What follows belongs to an exercise in optimizing a design on an open flow for small area; a production flow would make more cautious choices.
No functional check of the RTL was part of this run.
No activity file was given, so power comes from the tool's default toggle rates.

**flow/design.v**
```verilog
module ccm_fa(input a, input b, input ci, output s, output co);
assign s = a ^ b ^ ci;
assign co = (a & b) | (a & ci) | (b & ci);
endmodule
module ccm_tree(
	input	[7:0]	x0, x1, x2,
	input	[8:0]	m0, m1, m2,
	output	[18:0]	cs
);
	wire p1 = ~(x0[0] & m0[0]);
	wire p2 = ~(x0[0] & m0[1]);
	wire p3 = ~(x0[0] & m0[2]);
	wire p4 = ~(x0[0] & m0[3]);
	wire p5 = ~(x0[0] & m0[4]);
	wire p6 = ~(x0[0] & m0[5]);
	wire p7 = ~(x0[0] & m0[6]);
	wire p8 = ~(x0[0] & m0[7]);
	wire p9 = x0[0] & m0[8];
	wire p10 = ~(x0[1] & m0[0]);
	wire p11 = ~(x0[1] & m0[1]);
	wire p12 = ~(x0[1] & m0[2]);
	wire p13 = ~(x0[1] & m0[3]);
	wire p14 = ~(x0[1] & m0[4]);
	wire p15 = ~(x0[1] & m0[5]);
	wire p16 = ~(x0[1] & m0[6]);
	wire p17 = ~(x0[1] & m0[7]);
	wire p18 = x0[1] & m0[8];
	wire p19 = ~(x0[2] & m0[0]);
	wire p20 = ~(x0[2] & m0[1]);
	wire p21 = ~(x0[2] & m0[2]);
	wire p22 = ~(x0[2] & m0[3]);
	wire p23 = ~(x0[2] & m0[4]);
	wire p24 = ~(x0[2] & m0[5]);
	wire p25 = ~(x0[2] & m0[6]);
	wire p26 = ~(x0[2] & m0[7]);
	wire p27 = x0[2] & m0[8];
	wire p28 = ~(x0[3] & m0[0]);
	wire p29 = ~(x0[3] & m0[1]);
	wire p30 = ~(x0[3] & m0[2]);
	wire p31 = ~(x0[3] & m0[3]);
	wire p32 = ~(x0[3] & m0[4]);
	wire p33 = ~(x0[3] & m0[5]);
	wire p34 = ~(x0[3] & m0[6]);
	wire p35 = ~(x0[3] & m0[7]);
	wire p36 = x0[3] & m0[8];
	wire p37 = ~(x0[4] & m0[0]);
	wire p38 = ~(x0[4] & m0[1]);
	wire p39 = ~(x0[4] & m0[2]);
	wire p40 = ~(x0[4] & m0[3]);
	wire p41 = ~(x0[4] & m0[4]);
	wire p42 = ~(x0[4] & m0[5]);
	wire p43 = ~(x0[4] & m0[6]);
	wire p44 = ~(x0[4] & m0[7]);
	wire p45 = x0[4] & m0[8];
	wire p46 = ~(x0[5] & m0[0]);
	wire p47 = ~(x0[5] & m0[1]);
	wire p48 = ~(x0[5] & m0[2]);
	wire p49 = ~(x0[5] & m0[3]);
	wire p50 = ~(x0[5] & m0[4]);
	wire p51 = ~(x0[5] & m0[5]);
	wire p52 = ~(x0[5] & m0[6]);
	wire p53 = ~(x0[5] & m0[7]);
	wire p54 = x0[5] & m0[8];
	wire p55 = ~(x0[6] & m0[0]);
	wire p56 = ~(x0[6] & m0[1]);
	wire p57 = ~(x0[6] & m0[2]);
	wire p58 = ~(x0[6] & m0[3]);
	wire p59 = ~(x0[6] & m0[4]);
	wire p60 = ~(x0[6] & m0[5]);
	wire p61 = ~(x0[6] & m0[6]);
	wire p62 = ~(x0[6] & m0[7]);
	wire p63 = x0[6] & m0[8];
	wire p64 = ~(x0[7] & m0[0]);
	wire p65 = ~(x0[7] & m0[1]);
	wire p66 = ~(x0[7] & m0[2]);
	wire p67 = ~(x0[7] & m0[3]);
	wire p68 = ~(x0[7] & m0[4]);
	wire p69 = ~(x0[7] & m0[5]);
	wire p70 = ~(x0[7] & m0[6]);
	wire p71 = ~(x0[7] & m0[7]);
	wire p72 = x0[7] & m0[8];
	wire p73 = ~(x1[0] & m1[0]);
	wire p74 = ~(x1[0] & m1[1]);
	wire p75 = ~(x1[0] & m1[2]);
	wire p76 = ~(x1[0] & m1[3]);
	wire p77 = ~(x1[0] & m1[4]);
	wire p78 = ~(x1[0] & m1[5]);
	wire p79 = ~(x1[0] & m1[6]);
	wire p80 = ~(x1[0] & m1[7]);
	wire p81 = x1[0] & m1[8];
	wire p82 = ~(x1[1] & m1[0]);
	wire p83 = ~(x1[1] & m1[1]);
	wire p84 = ~(x1[1] & m1[2]);
	wire p85 = ~(x1[1] & m1[3]);
	wire p86 = ~(x1[1] & m1[4]);
	wire p87 = ~(x1[1] & m1[5]);
	wire p88 = ~(x1[1] & m1[6]);
	wire p89 = ~(x1[1] & m1[7]);
	wire p90 = x1[1] & m1[8];
	wire p91 = ~(x1[2] & m1[0]);
	wire p92 = ~(x1[2] & m1[1]);
	wire p93 = ~(x1[2] & m1[2]);
	wire p94 = ~(x1[2] & m1[3]);
	wire p95 = ~(x1[2] & m1[4]);
	wire p96 = ~(x1[2] & m1[5]);
	wire p97 = ~(x1[2] & m1[6]);
	wire p98 = ~(x1[2] & m1[7]);
	wire p99 = x1[2] & m1[8];
	wire p100 = ~(x1[3] & m1[0]);
	wire p101 = ~(x1[3] & m1[1]);
	wire p102 = ~(x1[3] & m1[2]);
	wire p103 = ~(x1[3] & m1[3]);
	wire p104 = ~(x1[3] & m1[4]);
	wire p105 = ~(x1[3] & m1[5]);
	wire p106 = ~(x1[3] & m1[6]);
	wire p107 = ~(x1[3] & m1[7]);
	wire p108 = x1[3] & m1[8];
	wire p109 = ~(x1[4] & m1[0]);
	wire p110 = ~(x1[4] & m1[1]);
	wire p111 = ~(x1[4] & m1[2]);
	wire p112 = ~(x1[4] & m1[3]);
	wire p113 = ~(x1[4] & m1[4]);
	wire p114 = ~(x1[4] & m1[5]);
	wire p115 = ~(x1[4] & m1[6]);
	wire p116 = ~(x1[4] & m1[7]);
	wire p117 = x1[4] & m1[8];
	wire p118 = ~(x1[5] & m1[0]);
	wire p119 = ~(x1[5] & m1[1]);
	wire p120 = ~(x1[5] & m1[2]);
	wire p121 = ~(x1[5] & m1[3]);
	wire p122 = ~(x1[5] & m1[4]);
	wire p123 = ~(x1[5] & m1[5]);
	wire p124 = ~(x1[5] & m1[6]);
	wire p125 = ~(x1[5] & m1[7]);
	wire p126 = x1[5] & m1[8];
	wire p127 = ~(x1[6] & m1[0]);
	wire p128 = ~(x1[6] & m1[1]);
	wire p129 = ~(x1[6] & m1[2]);
	wire p130 = ~(x1[6] & m1[3]);
	wire p131 = ~(x1[6] & m1[4]);
	wire p132 = ~(x1[6] & m1[5]);
	wire p133 = ~(x1[6] & m1[6]);
	wire p134 = ~(x1[6] & m1[7]);
	wire p135 = x1[6] & m1[8];
	wire p136 = ~(x1[7] & m1[0]);
	wire p137 = ~(x1[7] & m1[1]);
	wire p138 = ~(x1[7] & m1[2]);
	wire p139 = ~(x1[7] & m1[3]);
	wire p140 = ~(x1[7] & m1[4]);
	wire p141 = ~(x1[7] & m1[5]);
	wire p142 = ~(x1[7] & m1[6]);
	wire p143 = ~(x1[7] & m1[7]);
	wire p144 = x1[7] & m1[8];
	wire p145 = ~(x2[0] & m2[0]);
	wire p146 = ~(x2[0] & m2[1]);
	wire p147 = ~(x2[0] & m2[2]);
	wire p148 = ~(x2[0] & m2[3]);
	wire p149 = ~(x2[0] & m2[4]);
	wire p150 = ~(x2[0] & m2[5]);
	wire p151 = ~(x2[0] & m2[6]);
	wire p152 = ~(x2[0] & m2[7]);
	wire p153 = x2[0] & m2[8];
	wire p154 = ~(x2[1] & m2[0]);
	wire p155 = ~(x2[1] & m2[1]);
	wire p156 = ~(x2[1] & m2[2]);
	wire p157 = ~(x2[1] & m2[3]);
	wire p158 = ~(x2[1] & m2[4]);
	wire p159 = ~(x2[1] & m2[5]);
	wire p160 = ~(x2[1] & m2[6]);
	wire p161 = ~(x2[1] & m2[7]);
	wire p162 = x2[1] & m2[8];
	wire p163 = ~(x2[2] & m2[0]);
	wire p164 = ~(x2[2] & m2[1]);
	wire p165 = ~(x2[2] & m2[2]);
	wire p166 = ~(x2[2] & m2[3]);
	wire p167 = ~(x2[2] & m2[4]);
	wire p168 = ~(x2[2] & m2[5]);
	wire p169 = ~(x2[2] & m2[6]);
	wire p170 = ~(x2[2] & m2[7]);
	wire p171 = x2[2] & m2[8];
	wire p172 = ~(x2[3] & m2[0]);
	wire p173 = ~(x2[3] & m2[1]);
	wire p174 = ~(x2[3] & m2[2]);
	wire p175 = ~(x2[3] & m2[3]);
	wire p176 = ~(x2[3] & m2[4]);
	wire p177 = ~(x2[3] & m2[5]);
	wire p178 = ~(x2[3] & m2[6]);
	wire p179 = ~(x2[3] & m2[7]);
	wire p180 = x2[3] & m2[8];
	wire p181 = ~(x2[4] & m2[0]);
	wire p182 = ~(x2[4] & m2[1]);
	wire p183 = ~(x2[4] & m2[2]);
	wire p184 = ~(x2[4] & m2[3]);
	wire p185 = ~(x2[4] & m2[4]);
	wire p186 = ~(x2[4] & m2[5]);
	wire p187 = ~(x2[4] & m2[6]);
	wire p188 = ~(x2[4] & m2[7]);
	wire p189 = x2[4] & m2[8];
	wire p190 = ~(x2[5] & m2[0]);
	wire p191 = ~(x2[5] & m2[1]);
	wire p192 = ~(x2[5] & m2[2]);
	wire p193 = ~(x2[5] & m2[3]);
	wire p194 = ~(x2[5] & m2[4]);
	wire p195 = ~(x2[5] & m2[5]);
	wire p196 = ~(x2[5] & m2[6]);
	wire p197 = ~(x2[5] & m2[7]);
	wire p198 = x2[5] & m2[8];
	wire p199 = ~(x2[6] & m2[0]);
	wire p200 = ~(x2[6] & m2[1]);
	wire p201 = ~(x2[6] & m2[2]);
	wire p202 = ~(x2[6] & m2[3]);
	wire p203 = ~(x2[6] & m2[4]);
	wire p204 = ~(x2[6] & m2[5]);
	wire p205 = ~(x2[6] & m2[6]);
	wire p206 = ~(x2[6] & m2[7]);
	wire p207 = x2[6] & m2[8];
	wire p208 = ~(x2[7] & m2[0]);
	wire p209 = ~(x2[7] & m2[1]);
	wire p210 = ~(x2[7] & m2[2]);
	wire p211 = ~(x2[7] & m2[3]);
	wire p212 = ~(x2[7] & m2[4]);
	wire p213 = ~(x2[7] & m2[5]);
	wire p214 = ~(x2[7] & m2[6]);
	wire p215 = ~(x2[7] & m2[7]);
	wire p216 = x2[7] & m2[8];
	wire c218 = (p1 & p73) | (p1 & p145) | (p73 & p145);
	wire s219, c220;
	ccm_fa u_s219 (.a(p2), .b(p10), .ci(p74), .s(s219), .co(c220));
	wire s221, c222;
	ccm_fa u_s221 (.a(p82), .b(p146), .ci(p154), .s(s221), .co(c222));
	wire c224 = (c218 & s219) | (c218 & s221) | (s219 & s221);
	wire s225, c226;
	ccm_fa u_s225 (.a(p3), .b(p11), .ci(p19), .s(s225), .co(c226));
	wire s227, c228;
	ccm_fa u_s227 (.a(p75), .b(p83), .ci(p91), .s(s227), .co(c228));
	wire s229, c230;
	ccm_fa u_s229 (.a(p147), .b(p155), .ci(p163), .s(s229), .co(c230));
	wire s231, c232;
	ccm_fa u_s231 (.a(c220), .b(c222), .ci(s225), .s(s231), .co(c232));
	wire s233, c234;
	ccm_fa u_s233 (.a(s227), .b(s229), .ci(c224), .s(s233), .co(c234));
	wire c235 = s231 | s233;
	wire s236, c237;
	ccm_fa u_s236 (.a(p4), .b(p12), .ci(p20), .s(s236), .co(c237));
	wire s238, c239;
	ccm_fa u_s238 (.a(p28), .b(p76), .ci(p84), .s(s238), .co(c239));
	wire s240, c241;
	ccm_fa u_s240 (.a(p92), .b(p100), .ci(p148), .s(s240), .co(c241));
	wire s242, c243;
	ccm_fa u_s242 (.a(p156), .b(p164), .ci(p172), .s(s242), .co(c243));
	wire s244, c245;
	ccm_fa u_s244 (.a(c226), .b(c228), .ci(c230), .s(s244), .co(c245));
	wire s246, c247;
	ccm_fa u_s246 (.a(s236), .b(s238), .ci(s240), .s(s246), .co(c247));
	wire s248, c249;
	ccm_fa u_s248 (.a(s242), .b(c232), .ci(s244), .s(s248), .co(c249));
	wire s250, c251;
	ccm_fa u_s250 (.a(s246), .b(c234), .ci(s248), .s(s250), .co(c251));
	wire c252 = c235 | s250;
	wire s253, c254;
	ccm_fa u_s253 (.a(p5), .b(p13), .ci(p21), .s(s253), .co(c254));
	wire s255, c256;
	ccm_fa u_s255 (.a(p29), .b(p37), .ci(p77), .s(s255), .co(c256));
	wire s257, c258;
	ccm_fa u_s257 (.a(p85), .b(p93), .ci(p101), .s(s257), .co(c258));
	wire s259, c260;
	ccm_fa u_s259 (.a(p109), .b(p149), .ci(p157), .s(s259), .co(c260));
	wire s261, c262;
	ccm_fa u_s261 (.a(p165), .b(p173), .ci(p181), .s(s261), .co(c262));
	wire s263, c264;
	ccm_fa u_s263 (.a(c237), .b(c239), .ci(c241), .s(s263), .co(c264));
	wire s265, c266;
	ccm_fa u_s265 (.a(c243), .b(s253), .ci(s255), .s(s265), .co(c266));
	wire s267, c268;
	ccm_fa u_s267 (.a(s257), .b(s259), .ci(s261), .s(s267), .co(c268));
	wire s269, c270;
	ccm_fa u_s269 (.a(c245), .b(c247), .ci(s263), .s(s269), .co(c270));
	wire s271, c272;
	ccm_fa u_s271 (.a(s265), .b(s267), .ci(c249), .s(s271), .co(c272));
	wire s273, c274;
	ccm_fa u_s273 (.a(s269), .b(c251), .ci(s271), .s(s273), .co(c274));
	wire c275 = c252 | s273;
	wire s276, c277;
	ccm_fa u_s276 (.a(p6), .b(p14), .ci(p22), .s(s276), .co(c277));
	wire s278, c279;
	ccm_fa u_s278 (.a(p30), .b(p38), .ci(p46), .s(s278), .co(c279));
	wire s280, c281;
	ccm_fa u_s280 (.a(p78), .b(p86), .ci(p94), .s(s280), .co(c281));
	wire s282, c283;
	ccm_fa u_s282 (.a(p102), .b(p110), .ci(p118), .s(s282), .co(c283));
	wire s284, c285;
	ccm_fa u_s284 (.a(p150), .b(p158), .ci(p166), .s(s284), .co(c285));
	wire s286, c287;
	ccm_fa u_s286 (.a(p174), .b(p182), .ci(p190), .s(s286), .co(c287));
	wire s288, c289;
	ccm_fa u_s288 (.a(c254), .b(c256), .ci(c258), .s(s288), .co(c289));
	wire s290, c291;
	ccm_fa u_s290 (.a(c260), .b(c262), .ci(s276), .s(s290), .co(c291));
	wire s292, c293;
	ccm_fa u_s292 (.a(s278), .b(s280), .ci(s282), .s(s292), .co(c293));
	wire s294, c295;
	ccm_fa u_s294 (.a(s284), .b(s286), .ci(c264), .s(s294), .co(c295));
	wire s296, c297;
	ccm_fa u_s296 (.a(c266), .b(c268), .ci(s288), .s(s296), .co(c297));
	wire s298, c299;
	ccm_fa u_s298 (.a(s290), .b(s292), .ci(c270), .s(s298), .co(c299));
	wire s300, c301;
	ccm_fa u_s300 (.a(s294), .b(s296), .ci(c272), .s(s300), .co(c301));
	wire s302, c303;
	ccm_fa u_s302 (.a(s298), .b(s300), .ci(c274), .s(s302), .co(c303));
	wire c304 = c275 | s302;
	wire s305, c306;
	ccm_fa u_s305 (.a(p7), .b(p15), .ci(p23), .s(s305), .co(c306));
	wire s307, c308;
	ccm_fa u_s307 (.a(p31), .b(p39), .ci(p47), .s(s307), .co(c308));
	wire s309, c310;
	ccm_fa u_s309 (.a(p55), .b(p79), .ci(p87), .s(s309), .co(c310));
	wire s311, c312;
	ccm_fa u_s311 (.a(p95), .b(p103), .ci(p111), .s(s311), .co(c312));
	wire s313, c314;
	ccm_fa u_s313 (.a(p119), .b(p127), .ci(p151), .s(s313), .co(c314));
	wire s315, c316;
	ccm_fa u_s315 (.a(p159), .b(p167), .ci(p175), .s(s315), .co(c316));
	wire s317, c318;
	ccm_fa u_s317 (.a(p183), .b(p191), .ci(p199), .s(s317), .co(c318));
	wire s319, c320;
	ccm_fa u_s319 (.a(c277), .b(c279), .ci(c281), .s(s319), .co(c320));
	wire s321, c322;
	ccm_fa u_s321 (.a(c283), .b(c285), .ci(c287), .s(s321), .co(c322));
	wire s323, c324;
	ccm_fa u_s323 (.a(s305), .b(s307), .ci(s309), .s(s323), .co(c324));
	wire s325, c326;
	ccm_fa u_s325 (.a(s311), .b(s313), .ci(s315), .s(s325), .co(c326));
	wire s327, c328;
	ccm_fa u_s327 (.a(s317), .b(c289), .ci(c291), .s(s327), .co(c328));
	wire s329, c330;
	ccm_fa u_s329 (.a(c293), .b(s319), .ci(s321), .s(s329), .co(c330));
	wire s331, c332;
	ccm_fa u_s331 (.a(s323), .b(s325), .ci(c295), .s(s331), .co(c332));
	wire s333, c334;
	ccm_fa u_s333 (.a(c297), .b(s327), .ci(s329), .s(s333), .co(c334));
	wire s335, c336;
	ccm_fa u_s335 (.a(c299), .b(s331), .ci(s333), .s(s335), .co(c336));
	wire s337, c338;
	ccm_fa u_s337 (.a(c301), .b(s335), .ci(c303), .s(s337), .co(c338));
	wire c339 = c304 | s337;
	wire s340, c341;
	ccm_fa u_s340 (.a(p8), .b(p16), .ci(p24), .s(s340), .co(c341));
	wire s342, c343;
	ccm_fa u_s342 (.a(p32), .b(p40), .ci(p48), .s(s342), .co(c343));
	wire s344, c345;
	ccm_fa u_s344 (.a(p56), .b(p64), .ci(p80), .s(s344), .co(c345));
	wire s346, c347;
	ccm_fa u_s346 (.a(p88), .b(p96), .ci(p104), .s(s346), .co(c347));
	wire s348, c349;
	ccm_fa u_s348 (.a(p112), .b(p120), .ci(p128), .s(s348), .co(c349));
	wire s350, c351;
	ccm_fa u_s350 (.a(p136), .b(p152), .ci(p160), .s(s350), .co(c351));
	wire s352, c353;
	ccm_fa u_s352 (.a(p168), .b(p176), .ci(p184), .s(s352), .co(c353));
	wire s354, c355;
	ccm_fa u_s354 (.a(p192), .b(p200), .ci(p208), .s(s354), .co(c355));
	wire s356, c357;
	ccm_fa u_s356 (.a(c306), .b(c308), .ci(c310), .s(s356), .co(c357));
	wire s358, c359;
	ccm_fa u_s358 (.a(c312), .b(c314), .ci(c316), .s(s358), .co(c359));
	wire s360, c361;
	ccm_fa u_s360 (.a(c318), .b(s340), .ci(s342), .s(s360), .co(c361));
	wire s362, c363;
	ccm_fa u_s362 (.a(s344), .b(s346), .ci(s348), .s(s362), .co(c363));
	wire s364, c365;
	ccm_fa u_s364 (.a(s350), .b(s352), .ci(s354), .s(s364), .co(c365));
	wire s366, c367;
	ccm_fa u_s366 (.a(c320), .b(c322), .ci(c324), .s(s366), .co(c367));
	wire s368, c369;
	ccm_fa u_s368 (.a(c326), .b(s356), .ci(s358), .s(s368), .co(c369));
	wire s370, c371;
	ccm_fa u_s370 (.a(s360), .b(s362), .ci(s364), .s(s370), .co(c371));
	wire s372, c373;
	ccm_fa u_s372 (.a(c328), .b(c330), .ci(s366), .s(s372), .co(c373));
	wire s374, c375;
	ccm_fa u_s374 (.a(s368), .b(s370), .ci(c332), .s(s374), .co(c375));
	wire s376, c377;
	ccm_fa u_s376 (.a(c334), .b(s372), .ci(s374), .s(s376), .co(c377));
	wire s378, c379;
	ccm_fa u_s378 (.a(c336), .b(s376), .ci(c338), .s(s378), .co(c379));
	wire s380 = p17 ^ p25;
	wire c381 = p17 & p25;
	wire s382, c383;
	ccm_fa u_s382 (.a(p33), .b(p41), .ci(p49), .s(s382), .co(c383));
	wire s384, c385;
	ccm_fa u_s384 (.a(p57), .b(p65), .ci(p89), .s(s384), .co(c385));
	wire s386, c387;
	ccm_fa u_s386 (.a(p97), .b(p105), .ci(p113), .s(s386), .co(c387));
	wire s388, c389;
	ccm_fa u_s388 (.a(p121), .b(p129), .ci(p137), .s(s388), .co(c389));
	wire s390, c391;
	ccm_fa u_s390 (.a(p161), .b(p169), .ci(p177), .s(s390), .co(c391));
	wire s392, c393;
	ccm_fa u_s392 (.a(p185), .b(p193), .ci(p201), .s(s392), .co(c393));
	wire s394, c395;
	ccm_fa u_s394 (.a(p209), .b(p9), .ci(p81), .s(s394), .co(c395));
	wire s396, c397;
	ccm_fa u_s396 (.a(p153), .b(c341), .ci(c343), .s(s396), .co(c397));
	wire s398, c399;
	ccm_fa u_s398 (.a(c345), .b(c347), .ci(c349), .s(s398), .co(c399));
	wire s400, c401;
	ccm_fa u_s400 (.a(c351), .b(c353), .ci(c355), .s(s400), .co(c401));
	wire s402, c403;
	ccm_fa u_s402 (.a(s380), .b(s382), .ci(s384), .s(s402), .co(c403));
	wire s404, c405;
	ccm_fa u_s404 (.a(s386), .b(s388), .ci(s390), .s(s404), .co(c405));
	wire s406, c407;
	ccm_fa u_s406 (.a(s392), .b(s394), .ci(c357), .s(s406), .co(c407));
	wire s408, c409;
	ccm_fa u_s408 (.a(c359), .b(c361), .ci(c363), .s(s408), .co(c409));
	wire s410, c411;
	ccm_fa u_s410 (.a(c365), .b(s396), .ci(s398), .s(s410), .co(c411));
	wire s412, c413;
	ccm_fa u_s412 (.a(s400), .b(s402), .ci(s404), .s(s412), .co(c413));
	wire s414, c415;
	ccm_fa u_s414 (.a(c367), .b(c369), .ci(s406), .s(s414), .co(c415));
	wire s416, c417;
	ccm_fa u_s416 (.a(c371), .b(s408), .ci(s410), .s(s416), .co(c417));
	wire s418, c419;
	ccm_fa u_s418 (.a(s412), .b(c373), .ci(s414), .s(s418), .co(c419));
	wire s420, c421;
	ccm_fa u_s420 (.a(s416), .b(c375), .ci(s418), .s(s420), .co(c421));
	wire s422, c423;
	ccm_fa u_s422 (.a(c377), .b(s420), .ci(c379), .s(s422), .co(c423));
	wire s424 = p26 ^ p34;
	wire c425 = p26 & p34;
	wire s426, c427;
	ccm_fa u_s426 (.a(p42), .b(p50), .ci(p58), .s(s426), .co(c427));
	wire s428, c429;
	ccm_fa u_s428 (.a(p66), .b(p98), .ci(p106), .s(s428), .co(c429));
	wire s430, c431;
	ccm_fa u_s430 (.a(p114), .b(p122), .ci(p130), .s(s430), .co(c431));
	wire s432, c433;
	ccm_fa u_s432 (.a(p138), .b(p170), .ci(p178), .s(s432), .co(c433));
	wire s434, c435;
	ccm_fa u_s434 (.a(p186), .b(p194), .ci(p202), .s(s434), .co(c435));
	wire s436, c437;
	ccm_fa u_s436 (.a(p210), .b(p18), .ci(p90), .s(s436), .co(c437));
	wire s438, c439;
	ccm_fa u_s438 (.a(p162), .b(c381), .ci(c383), .s(s438), .co(c439));
	wire s440, c441;
	ccm_fa u_s440 (.a(c385), .b(c387), .ci(c389), .s(s440), .co(c441));
	wire s442, c443;
	ccm_fa u_s442 (.a(c391), .b(c393), .ci(c395), .s(s442), .co(c443));
	wire s444, c445;
	ccm_fa u_s444 (.a(s424), .b(s426), .ci(s428), .s(s444), .co(c445));
	wire s446, c447;
	ccm_fa u_s446 (.a(s430), .b(s432), .ci(s434), .s(s446), .co(c447));
	wire s448, c449;
	ccm_fa u_s448 (.a(s436), .b(c397), .ci(c399), .s(s448), .co(c449));
	wire s450, c451;
	ccm_fa u_s450 (.a(c401), .b(c403), .ci(c405), .s(s450), .co(c451));
	wire s452, c453;
	ccm_fa u_s452 (.a(s438), .b(s440), .ci(s442), .s(s452), .co(c453));
	wire s454, c455;
	ccm_fa u_s454 (.a(s444), .b(s446), .ci(c407), .s(s454), .co(c455));
	wire s456, c457;
	ccm_fa u_s456 (.a(c409), .b(c411), .ci(s448), .s(s456), .co(c457));
	wire s458, c459;
	ccm_fa u_s458 (.a(c413), .b(s450), .ci(s452), .s(s458), .co(c459));
	wire s460, c461;
	ccm_fa u_s460 (.a(c415), .b(s454), .ci(c417), .s(s460), .co(c461));
	wire s462, c463;
	ccm_fa u_s462 (.a(s456), .b(s458), .ci(c419), .s(s462), .co(c463));
	wire s464, c465;
	ccm_fa u_s464 (.a(s460), .b(c421), .ci(s462), .s(s464), .co(c465));
	wire s466, c467;
	ccm_fa u_s466 (.a(p35), .b(p43), .ci(p51), .s(s466), .co(c467));
	wire s468, c469;
	ccm_fa u_s468 (.a(p59), .b(p67), .ci(p107), .s(s468), .co(c469));
	wire s470, c471;
	ccm_fa u_s470 (.a(p115), .b(p123), .ci(p131), .s(s470), .co(c471));
	wire s472, c473;
	ccm_fa u_s472 (.a(p139), .b(p179), .ci(p187), .s(s472), .co(c473));
	wire s474, c475;
	ccm_fa u_s474 (.a(p195), .b(p203), .ci(p211), .s(s474), .co(c475));
	wire s476, c477;
	ccm_fa u_s476 (.a(p27), .b(p99), .ci(p171), .s(s476), .co(c477));
	wire s478, c479;
	ccm_fa u_s478 (.a(c425), .b(c427), .ci(c429), .s(s478), .co(c479));
	wire s480, c481;
	ccm_fa u_s480 (.a(c431), .b(c433), .ci(c435), .s(s480), .co(c481));
	wire s482, c483;
	ccm_fa u_s482 (.a(c437), .b(s466), .ci(s468), .s(s482), .co(c483));
	wire s484, c485;
	ccm_fa u_s484 (.a(s470), .b(s472), .ci(s474), .s(s484), .co(c485));
	wire s486, c487;
	ccm_fa u_s486 (.a(s476), .b(c439), .ci(c441), .s(s486), .co(c487));
	wire s488, c489;
	ccm_fa u_s488 (.a(c443), .b(c445), .ci(c447), .s(s488), .co(c489));
	wire s490, c491;
	ccm_fa u_s490 (.a(s478), .b(s480), .ci(s482), .s(s490), .co(c491));
	wire s492, c493;
	ccm_fa u_s492 (.a(s484), .b(c449), .ci(c451), .s(s492), .co(c493));
	wire s494, c495;
	ccm_fa u_s494 (.a(s486), .b(c453), .ci(s488), .s(s494), .co(c495));
	wire s496, c497;
	ccm_fa u_s496 (.a(s490), .b(c455), .ci(c457), .s(s496), .co(c497));
	wire s498, c499;
	ccm_fa u_s498 (.a(s492), .b(c459), .ci(s494), .s(s498), .co(c499));
	wire s500, c501;
	ccm_fa u_s500 (.a(s496), .b(c461), .ci(s498), .s(s500), .co(c501));
	wire s502, c503;
	ccm_fa u_s502 (.a(c463), .b(s500), .ci(c465), .s(s502), .co(c503));
	wire s504, c505;
	ccm_fa u_s504 (.a(p44), .b(p52), .ci(p60), .s(s504), .co(c505));
	wire s506, c507;
	ccm_fa u_s506 (.a(p68), .b(p116), .ci(p124), .s(s506), .co(c507));
	wire s508, c509;
	ccm_fa u_s508 (.a(p132), .b(p140), .ci(p188), .s(s508), .co(c509));
	wire s510, c511;
	ccm_fa u_s510 (.a(p196), .b(p204), .ci(p212), .s(s510), .co(c511));
	wire s512, c513;
	ccm_fa u_s512 (.a(p36), .b(p108), .ci(p180), .s(s512), .co(c513));
	wire s514, c515;
	ccm_fa u_s514 (.a(c467), .b(c469), .ci(c471), .s(s514), .co(c515));
	wire s516, c517;
	ccm_fa u_s516 (.a(c473), .b(c475), .ci(c477), .s(s516), .co(c517));
	wire s518, c519;
	ccm_fa u_s518 (.a(s504), .b(s506), .ci(s508), .s(s518), .co(c519));
	wire s520, c521;
	ccm_fa u_s520 (.a(s510), .b(s512), .ci(c479), .s(s520), .co(c521));
	wire s522, c523;
	ccm_fa u_s522 (.a(c481), .b(c483), .ci(c485), .s(s522), .co(c523));
	wire s524, c525;
	ccm_fa u_s524 (.a(s514), .b(s516), .ci(s518), .s(s524), .co(c525));
	wire s526, c527;
	ccm_fa u_s526 (.a(c487), .b(c489), .ci(s520), .s(s526), .co(c527));
	wire s528, c529;
	ccm_fa u_s528 (.a(c491), .b(s522), .ci(s524), .s(s528), .co(c529));
	wire s530, c531;
	ccm_fa u_s530 (.a(c493), .b(c495), .ci(s526), .s(s530), .co(c531));
	wire s532, c533;
	ccm_fa u_s532 (.a(s528), .b(c497), .ci(c499), .s(s532), .co(c533));
	wire s534, c535;
	ccm_fa u_s534 (.a(s530), .b(s532), .ci(c501), .s(s534), .co(c535));
	wire s536, c537;
	ccm_fa u_s536 (.a(p53), .b(p61), .ci(p69), .s(s536), .co(c537));
	wire s538, c539;
	ccm_fa u_s538 (.a(p125), .b(p133), .ci(p141), .s(s538), .co(c539));
	wire s540, c541;
	ccm_fa u_s540 (.a(p197), .b(p205), .ci(p213), .s(s540), .co(c541));
	wire s542, c543;
	ccm_fa u_s542 (.a(p45), .b(p117), .ci(p189), .s(s542), .co(c543));
	wire s544, c545;
	ccm_fa u_s544 (.a(c505), .b(c507), .ci(c509), .s(s544), .co(c545));
	wire s546, c547;
	ccm_fa u_s546 (.a(c511), .b(c513), .ci(s536), .s(s546), .co(c547));
	wire s548, c549;
	ccm_fa u_s548 (.a(s538), .b(s540), .ci(s542), .s(s548), .co(c549));
	wire s550, c551;
	ccm_fa u_s550 (.a(c515), .b(c517), .ci(c519), .s(s550), .co(c551));
	wire s552, c553;
	ccm_fa u_s552 (.a(s544), .b(s546), .ci(s548), .s(s552), .co(c553));
	wire s554, c555;
	ccm_fa u_s554 (.a(c521), .b(c523), .ci(c525), .s(s554), .co(c555));
	wire s556, c557;
	ccm_fa u_s556 (.a(s550), .b(s552), .ci(c527), .s(s556), .co(c557));
	wire s558, c559;
	ccm_fa u_s558 (.a(c529), .b(s554), .ci(s556), .s(s558), .co(c559));
	wire s560, c561;
	ccm_fa u_s560 (.a(c531), .b(s558), .ci(c533), .s(s560), .co(c561));
	wire s562, c563;
	ccm_fa u_s562 (.a(p62), .b(p70), .ci(p134), .s(s562), .co(c563));
	wire s564, c565;
	ccm_fa u_s564 (.a(p142), .b(p206), .ci(p214), .s(s564), .co(c565));
	wire s566, c567;
	ccm_fa u_s566 (.a(p54), .b(p126), .ci(p198), .s(s566), .co(c567));
	wire s568, c569;
	ccm_fa u_s568 (.a(c537), .b(c539), .ci(c541), .s(s568), .co(c569));
	wire s570, c571;
	ccm_fa u_s570 (.a(c543), .b(s562), .ci(s564), .s(s570), .co(c571));
	wire s572, c573;
	ccm_fa u_s572 (.a(s566), .b(c545), .ci(c547), .s(s572), .co(c573));
	wire s574, c575;
	ccm_fa u_s574 (.a(s568), .b(c549), .ci(s570), .s(s574), .co(c575));
	wire s576, c577;
	ccm_fa u_s576 (.a(c551), .b(s572), .ci(c553), .s(s576), .co(c577));
	wire s578, c579;
	ccm_fa u_s578 (.a(s574), .b(c555), .ci(s576), .s(s578), .co(c579));
	wire s580, c581;
	ccm_fa u_s580 (.a(c557), .b(s578), .ci(c559), .s(s580), .co(c581));
	wire s582, c583;
	ccm_fa u_s582 (.a(p71), .b(p143), .ci(p215), .s(s582), .co(c583));
	wire s584, c585;
	ccm_fa u_s584 (.a(p63), .b(p135), .ci(p207), .s(s584), .co(c585));
	wire s586, c587;
	ccm_fa u_s586 (.a(c563), .b(c565), .ci(c567), .s(s586), .co(c587));
	wire s588, c589;
	ccm_fa u_s588 (.a(s582), .b(s584), .ci(c569), .s(s588), .co(c589));
	wire s590, c591;
	ccm_fa u_s590 (.a(c571), .b(s586), .ci(c573), .s(s590), .co(c591));
	wire s592, c593;
	ccm_fa u_s592 (.a(s588), .b(c575), .ci(s590), .s(s592), .co(c593));
	wire s594, c595;
	ccm_fa u_s594 (.a(c577), .b(s592), .ci(c579), .s(s594), .co(c595));
	wire s596, c597;
	ccm_fa u_s596 (.a(p72), .b(p144), .ci(p216), .s(s596), .co(c597));
	wire s598, c599;
	ccm_fa u_s598 (.a(c583), .b(c585), .ci(s596), .s(s598), .co(c599));
	wire s600, c601;
	ccm_fa u_s600 (.a(c587), .b(s598), .ci(c589), .s(s600), .co(c601));
	wire s602, c603;
	ccm_fa u_s602 (.a(c591), .b(s600), .ci(c593), .s(s602), .co(c603));
	wire s604 = c597 ^ c599;
	wire c605 = c597 & c599;
	wire s606, c607;
	ccm_fa u_s606 (.a(s604), .b(c601), .ci(c603), .s(s606), .co(c607));
	assign cs = {c607, c605, s606, c595, s602, c581, s594, c561, s580, c535, s560, c503, s534, s502, c423, s464, s422, s378, c339};
endmodule
module ccm_fin(
	input	[18:0]	cs,
	output	[7:0]	y
);
	wire [11:0] ta = ~{1'b0, cs[17], cs[16], cs[14], cs[12], cs[10], cs[8], cs[6], cs[5], cs[3], cs[2], cs[0]};
	wire [11:0] tb = ~{1'b1, cs[18], 1'b1, cs[15], cs[13], cs[11], cs[9], cs[7], 1'b1, cs[4], 1'b1, cs[1]};
	wire tc = ~1'b1;
	wire [11:0] ns;
	assign ns[0] = cs[0] ^ cs[1] ^ 1'b1;
	wire k608 = (cs[0] & cs[1]) | (cs[0] & 1'b1) | (cs[1] & 1'b1);
	assign ns[1] = cs[2] ^ 1'b1 ^ k608;
	wire k609 = (cs[2] & 1'b1) | (cs[2] & k608) | (1'b1 & k608);
	wire k610;
	ccm_fa u_k610 (.a(cs[3]), .b(cs[4]), .ci(k609), .s(ns[2]), .co(k610));
	assign ns[3] = cs[5] ^ 1'b1 ^ k610;
	wire k611 = (cs[5] & 1'b1) | (cs[5] & k610) | (1'b1 & k610);
	wire k612;
	ccm_fa u_k612 (.a(cs[6]), .b(cs[7]), .ci(k611), .s(ns[4]), .co(k612));
	wire k613;
	ccm_fa u_k613 (.a(cs[8]), .b(cs[9]), .ci(k612), .s(ns[5]), .co(k613));
	wire k614;
	ccm_fa u_k614 (.a(cs[10]), .b(cs[11]), .ci(k613), .s(ns[6]), .co(k614));
	wire k615;
	ccm_fa u_k615 (.a(cs[12]), .b(cs[13]), .ci(k614), .s(ns[7]), .co(k615));
	wire k616;
	ccm_fa u_k616 (.a(cs[14]), .b(cs[15]), .ci(k615), .s(ns[8]), .co(k616));
	assign ns[9] = cs[16] ^ 1'b1 ^ k616;
	wire k617 = (cs[16] & 1'b1) | (cs[16] & k616) | (1'b1 & k616);
	wire k618;
	ccm_fa u_k618 (.a(cs[17]), .b(cs[18]), .ci(k617), .s(ns[10]), .co(k618));
	assign ns[11] = 1'b0 ^ 1'b1 ^ k618;
	wire [11:0] sum = ~ns;
	wire neg = sum[11];
	wire ovf = |sum[10:8];
	assign y = neg ? 8'd0 : ovf ? 8'd255 : sum[7:0];
endmodule
module ccm(
	input			clk,
	input			reset_n,
	input	[8:0]	i_ccm_1m1,	 
	input	[8:0]	i_ccm_1m2,
	input	[8:0]	i_ccm_1m3,
	input	[8:0]	i_ccm_2m1,
	input	[8:0]	i_ccm_2m2,
	input	[8:0]	i_ccm_2m3,
	input	[8:0]	i_ccm_3m1,
	input	[8:0]	i_ccm_3m2,
	input	[8:0]	i_ccm_3m3,
	input	[2:0]	i_video_syn,
	input	[23:0]	i_data,
	output	[2:0]	o_video_sync,
	output	[23:0]	o_data
);
reg		[3:0]		syn_v,syn_h,syn_d;
always @(posedge clk or negedge reset_n)
	if(~reset_n) begin
		syn_v	<=	0;
		syn_h	<=	0;
		syn_d	<=	0;
	end else begin
		syn_v	<=	{syn_v[2:0],	i_video_syn[2]};
		syn_d	<=	{syn_d[2:0],	i_video_syn[1]};
		syn_h	<=	{syn_h[2:0],	i_video_syn[0]};
	end
wire	[18:0]	cs_r, cs_g, cs_b;
ccm_tree u_tree_r(
	.x0	(i_data[23:16]), .x1 (i_data[15:8]), .x2 (i_data[7:0]),
	.m0	(i_ccm_1m1), .m1 (i_ccm_1m2), .m2 (i_ccm_1m3),
	.cs	(cs_r)
);
ccm_tree u_tree_g(
	.x0	(i_data[23:16]), .x1 (i_data[15:8]), .x2 (i_data[7:0]),
	.m0	(i_ccm_2m1), .m1 (i_ccm_2m2), .m2 (i_ccm_2m3),
	.cs	(cs_g)
);
ccm_tree u_tree_b(
	.x0	(i_data[23:16]), .x1 (i_data[15:8]), .x2 (i_data[7:0]),
	.m0	(i_ccm_3m1), .m1 (i_ccm_3m2), .m2 (i_ccm_3m3),
	.cs	(cs_b)
);
reg		[18:0]	c1_r, c1_g, c1_b;
always @(posedge clk) begin
	c1_r	<=	cs_r;
	c1_g	<=	cs_g;
	c1_b	<=	cs_b;
end
wire	[7:0]	r_new, g_new, b_new;
ccm_fin u_fin_r(.cs(c1_r), .y(r_new));
ccm_fin u_fin_g(.cs(c1_g), .y(g_new));
ccm_fin u_fin_b(.cs(c1_b), .y(b_new));
reg		[23:0]	d2, d3, d4;
always @(posedge clk) begin
	d2	<=	{r_new, g_new, b_new};
	d3	<=	d2;
	d4	<=	d3;
end
assign			o_data			=	d4;
assign			o_video_sync	=	{syn_v[3],syn_d[3],syn_h[3]};
endmodule
```
**flow/run.sh**
```bash
#!/bin/bash
# synth_recipe.tcl (not shown) runs the flow's synth.tcl, then flattens the netlist and writes it again
# the make line also repeats each setting of config.mk as NAME=value (left out here)
make -C /OpenROAD-flow-scripts/flow DESIGN_CONFIG=/design/flow/config.mk WORK_HOME=/design/flow/orfs CLKGATE_MAP_FILE= SYNTH_SCRIPT=/design/flow/synth_recipe.tcl finish
```
**flow/constraint.sdc**
```tcl
create_clock -name core_clock -period 7.0 [get_ports {clk}]
set_input_delay 1.4000 -clock core_clock [delete_from_list [all_inputs] [get_ports {clk}]]
set_output_delay 1.4000 -clock core_clock [all_outputs]
set_load 0.01 [all_outputs]
```
**flow/config.mk**
```make
export PLATFORM = sky130hd
export DESIGN_NAME = ccm
export DESIGN_NICKNAME = ccm
export VERILOG_FILES = /design/flow/design.v
export SDC_FILE = /design/flow/constraint.sdc
export NUM_CORES = 4
export LEC_CHECK = 0
export CAP_MARGIN = 20
export CORE_MARGIN = 2
export CORE_UTILIZATION = 40
export SLEW_MARGIN = 20
export SYNTH_HIERARCHICAL = 1
export SYNTH_MINIMUM_KEEP_SIZE = 0
```
==> metrics.md <==
| Metric | Value |
|---|---|
| Crit-path most repeated cell | fa_1 |
| Core Rows | 80 |
| Initial antenna violation count | 2 |
| Pwr per Cell Area | 368 nW/um2 |
| Peak supply drop | between 0.2 and 0.25 mV |
| # resized after CTS | 0 |
| Clk slew on worst S/H paths | ~0.060 ns |
| Clock sinks | 141 |
| Core Util, Final | between 40 and 50% |
| Cell internal pwr | around 4.5 mW |
| Outcome | finished clean |
| Iter 0 DRT Violations | ~860 |
| Startpoint Class | input port |
| HPWL after detailed placement | between 40 and 50 mm |
| CP required | about 7.3 ns |
| Net count, final | between 2000 and 2500 |
| LEAKAGE | 7.79 nW |
| Cells after synthesis | about 1700 |
| Worst Path Arrival | approximately 6.3 ns |
| Worst reg2reg path startpoint | c1_b[0] |
| Final WL | between 50 and 60 mm |
| Final setup fails | 0 |
| Max-slew violations | 0 |
| Synth warnings | 7 |
| GR Overflow Total | 0 |
| RD Place Congestion | roughly 0.90 |
| Setup Buffers After CTS | 0 |
| Post-CTS Hold Fix Bufs | 0 |
| Post-synth cell types | 17 |
| Slew HR | about two fifths |
| Leading cell types in the layout, fill and taps excluded | fa_1, nand2_1, clkdlybuf4s50_1, dfxtp_1, and2_1 |
| DRC | 0 |
| Synthesized area | 19100 um2 |
| Period Utilization, post-route | approximately 85% |
| Commonest non-fill, non-tap cell in the layout | fa_1 |
| Wirelength per Cell | around 23 um |
| ANT cells | 0 |
| DIE AREA | between 40000 and 50000 um2 |
| Vias | around 12000 |
| Largest stage delay, worst path | between 0.8 and 0.9 ns |
| H-tree depth | 4 |
| Die X | around 220 um |
| TritonCTS clock tree | yes |
| Largest net degree at the start of global routing | 28 |
| Combinational Power Share | about two thirds |
| Total of max-cap violations | 0 |
| Clock insertion delay at the later pin of the skew report | 0.45 ns |
| DRT Pass-1 Iters | 5 |
| Worst Setup Path Type | input port to register |
| Num CTS Buffers | 17 |
| Root Buffer | clkbuf_16 |
| Layout area overhead | 11.7% |
| HP Class | register to register |
| Vias in the first global route | ~15000 |
| Switching Fraction | a little over two fifths |
| I/O pin count | 137 |
| Clock Tree Buf Depth | 2 |
| Slowest CP cell | clkdlybuf4s50_1 |
| RSZ-0062 raised after global routing | false |
| Initial core utilization | about 40% |
| Final Hold Vio Count | 0 |
| CP endpoint kind | register |
| Worst Reg2Reg Path Length in Cells | 19 |
| First-pass GRT wire length | 84.4 mm |
| Final min period | a little under 6 ns |
| Slew @ Worst Pin | 0.917 ns |
| CP endpoint | c1_r[2] |
| Delay-heaviest family, CP | adder cells |
| R2R Setup Slk | roughly 2.3 ns |
| Die Span Y | around 220 um |
| Critical Path Start | i_data[18] |
| Core Region | 47400 um2 |
| Mapped Nets | 2402 |
| Register area share after synthesis | 15.1% |
| DRT antenna net count | 0 |
| Sequential Power Share | a little under a fifth |
| Worst path depth | 11 |
| Switching pwr | 3.35 mW |
| Reg2reg end | d2[2] |
| Crit-path cells | clkdlybuf4s50_1 -> buf_4 -> nand2_1 -> fa_1 -> fa_1 -> fa_1 -> fa_1 -> fa_1 -> fa_1 -> fa_1 -> fa_1 |
| FMAX | about 170 MHz |
| Clk_skew | approximately 0.0085 ns |
| Sum Neg Setup Slack | 0 ns |
| GRT Overall Usage | 23.2% |
| Post-DR vias/cell | roughly 5.4 |
| Seq cells post-synth | 141 |
| Port buffer count | 136 |
| Fillcell total | 4405 |
| Synthesized area per cell | between 10 and 15 um2 |
| Fraction of layout cells with a size suffix above 1 | between 7 and 8% |
| Worst Path Buf+Inv | 2 |
| Clock power share | about an eighth |
| Worst Hold Slack | approximately 0.33 ns |
| Critical path peak fanout | 12 |
[power by group through the flow]
stage | clock (mW) | combinational [mW] | sequential [mW]
after floorplan | 0 | 5.88 | 1.51
after global placement | 0 | 5.32 | 1.51
after detailed placement | 0 | 5.50 | 1.51
after CTS | 1.02 | 5.52 | 1.50
after global routing | 1.06 | 6.25 | 1.54
final | 0.992 | 5.39 | 1.49
[through the flow]
step	instance area [um2]	setup WS, ns	power, mW	cells
after floorplan	19100	1.26	7.39	1686
after global placement	20700	0.653	6.83	2282
after detailed placement	20700	0.616	7.01	2282
after CTS	21400	1.11	8.04	2314
after global routing	21400	0.949	8.85	2314
final	21400	1.03	7.87	2314
[cell families (layout without fill, tap and decap cells)]
| family | count (synthesis) | after routing | share of synthesized area [%] |
|---|---|---|---|
| AO/OA/AOI/OAI | 24 | 24 | 1.10 |
| AND/OR/NAND/NOR | 660 | 660 | 14.2 |
| buffers and inverters | 249 | 262 | 6.65 |
| flip-flops | 141 | 141 | 15.1 |
| adder cells (fa/ha/maj) | 612 | 612 | 63.0 |
[Yosys stat by module (local to each module, per instance)]
module / area, um2 / cells inside / flops+latches
ccm_fin: 193 / 28 / 0
ccm_tree: 1310 / 291 / 0
ccm: 2910 / 144 / 141
ccm_fa: 20.0 / 1 / 0
[Yosys cell counts (all sizes together)]
| cell type | n | area [um2] |
|---|---|---|
| nor4 | 3 | 18.8 |
| clkbuf | 129 | 484 |
| inv | 39 | 146 |
| maj3 | 6 | 67.6 |
| nor2 | 3 | 11.3 |
| fa | 585 | 11700 |
| and3b | 3 | 26.3 |
| and2 | 72 | 450 |
| buf | 81 | 642 |
| dfxtp | 129 | 2580 |
| a21oi | 24 | 210 |
| nand2 | 579 | 2210 |
| dfrtp | 12 | 300 |
| ha | 21 | 263 |
[registers in the layout (all words and copies together), names as in the netlist]
name	flops
syn_h	4
c1_r	19
d2	24
c1_b	19
syn_v	4
d4	24
c1_g	19
syn_d	4
d3	24
[worst min path at each step]
stage	from	to	slack, ns	cells past startpoint
floorplan	d2[0]	d3[0]	0.31	0
global placement	d2[13]	d3[13]	0.31	0
detailed placement	d2[15]	d3[15]	0.31	0
CTS	d2[15]	d3[15]	0.33	0
global route	d3[14]	d4[14]	0.33	0
finish	d2[13]	d3[13]	0.33	0
[area by class of cell]
type / instances / area (um2) / share of cell area [%]
Multi-Input combinational cell: 1296 / 15000 / 70.1
Sequential cell: 141 / 2880 / 13.5
Timing Repair Buffer: 191 / 1950 / 9.12
Tap cell: 615 / 769 / 3.60
Clock buffer: 18 / 450 / 2.11
Clock inverter: 14 / 200 / 0.937
Inverter: 39 / 146 / 0.685
[per-layer routing]
layer / up-vias / track usage, % / share of wire, %
met5: - / 0 / 0.022
met4: 2 / 9.50 / 4.1
met3: 133 / 7.54 / 10
met2: 789 / 37.1 / 47
met1: 6626 / 29.1 / 38
li1: 4895 / - / -

[static timing again, ports no longer ideal]
The flow's constraints put no driver on any port. The routed layout listed below was extracted and timed again, unchanged, in two steps. Step 1 (the two cells are an assumption about what drives the block):
set clk [get_ports {clk}]
set_driving_cell -lib_cell sky130_fd_sc_hd__clkbuf_16 $clk
set_driving_cell -lib_cell sky130_fd_sc_hd__buf_2 [delete_from_list [all_inputs] $clk]
Step 2, shift: input delay + t, output delay - t, t = (earliest + latest rising clock arrival at the registers) / 2. This alone moves slack from input paths to output paths. Three values: ideal ports, drivers, drivers and shift; two values: the first two.
t, ns: 0.502
setup WS [ns]: 1.032 / 1.058 / 0.556
latest minus earliest clock arrival (ns): 0.008 / 0.009
slew at the worst register clock pin (ns): 0.06 / 0.06
After both steps this run still meets setup and hold. For this run, drivers alone change the setup slack by +0.026 ns; drivers and shift together by -0.476 ns.
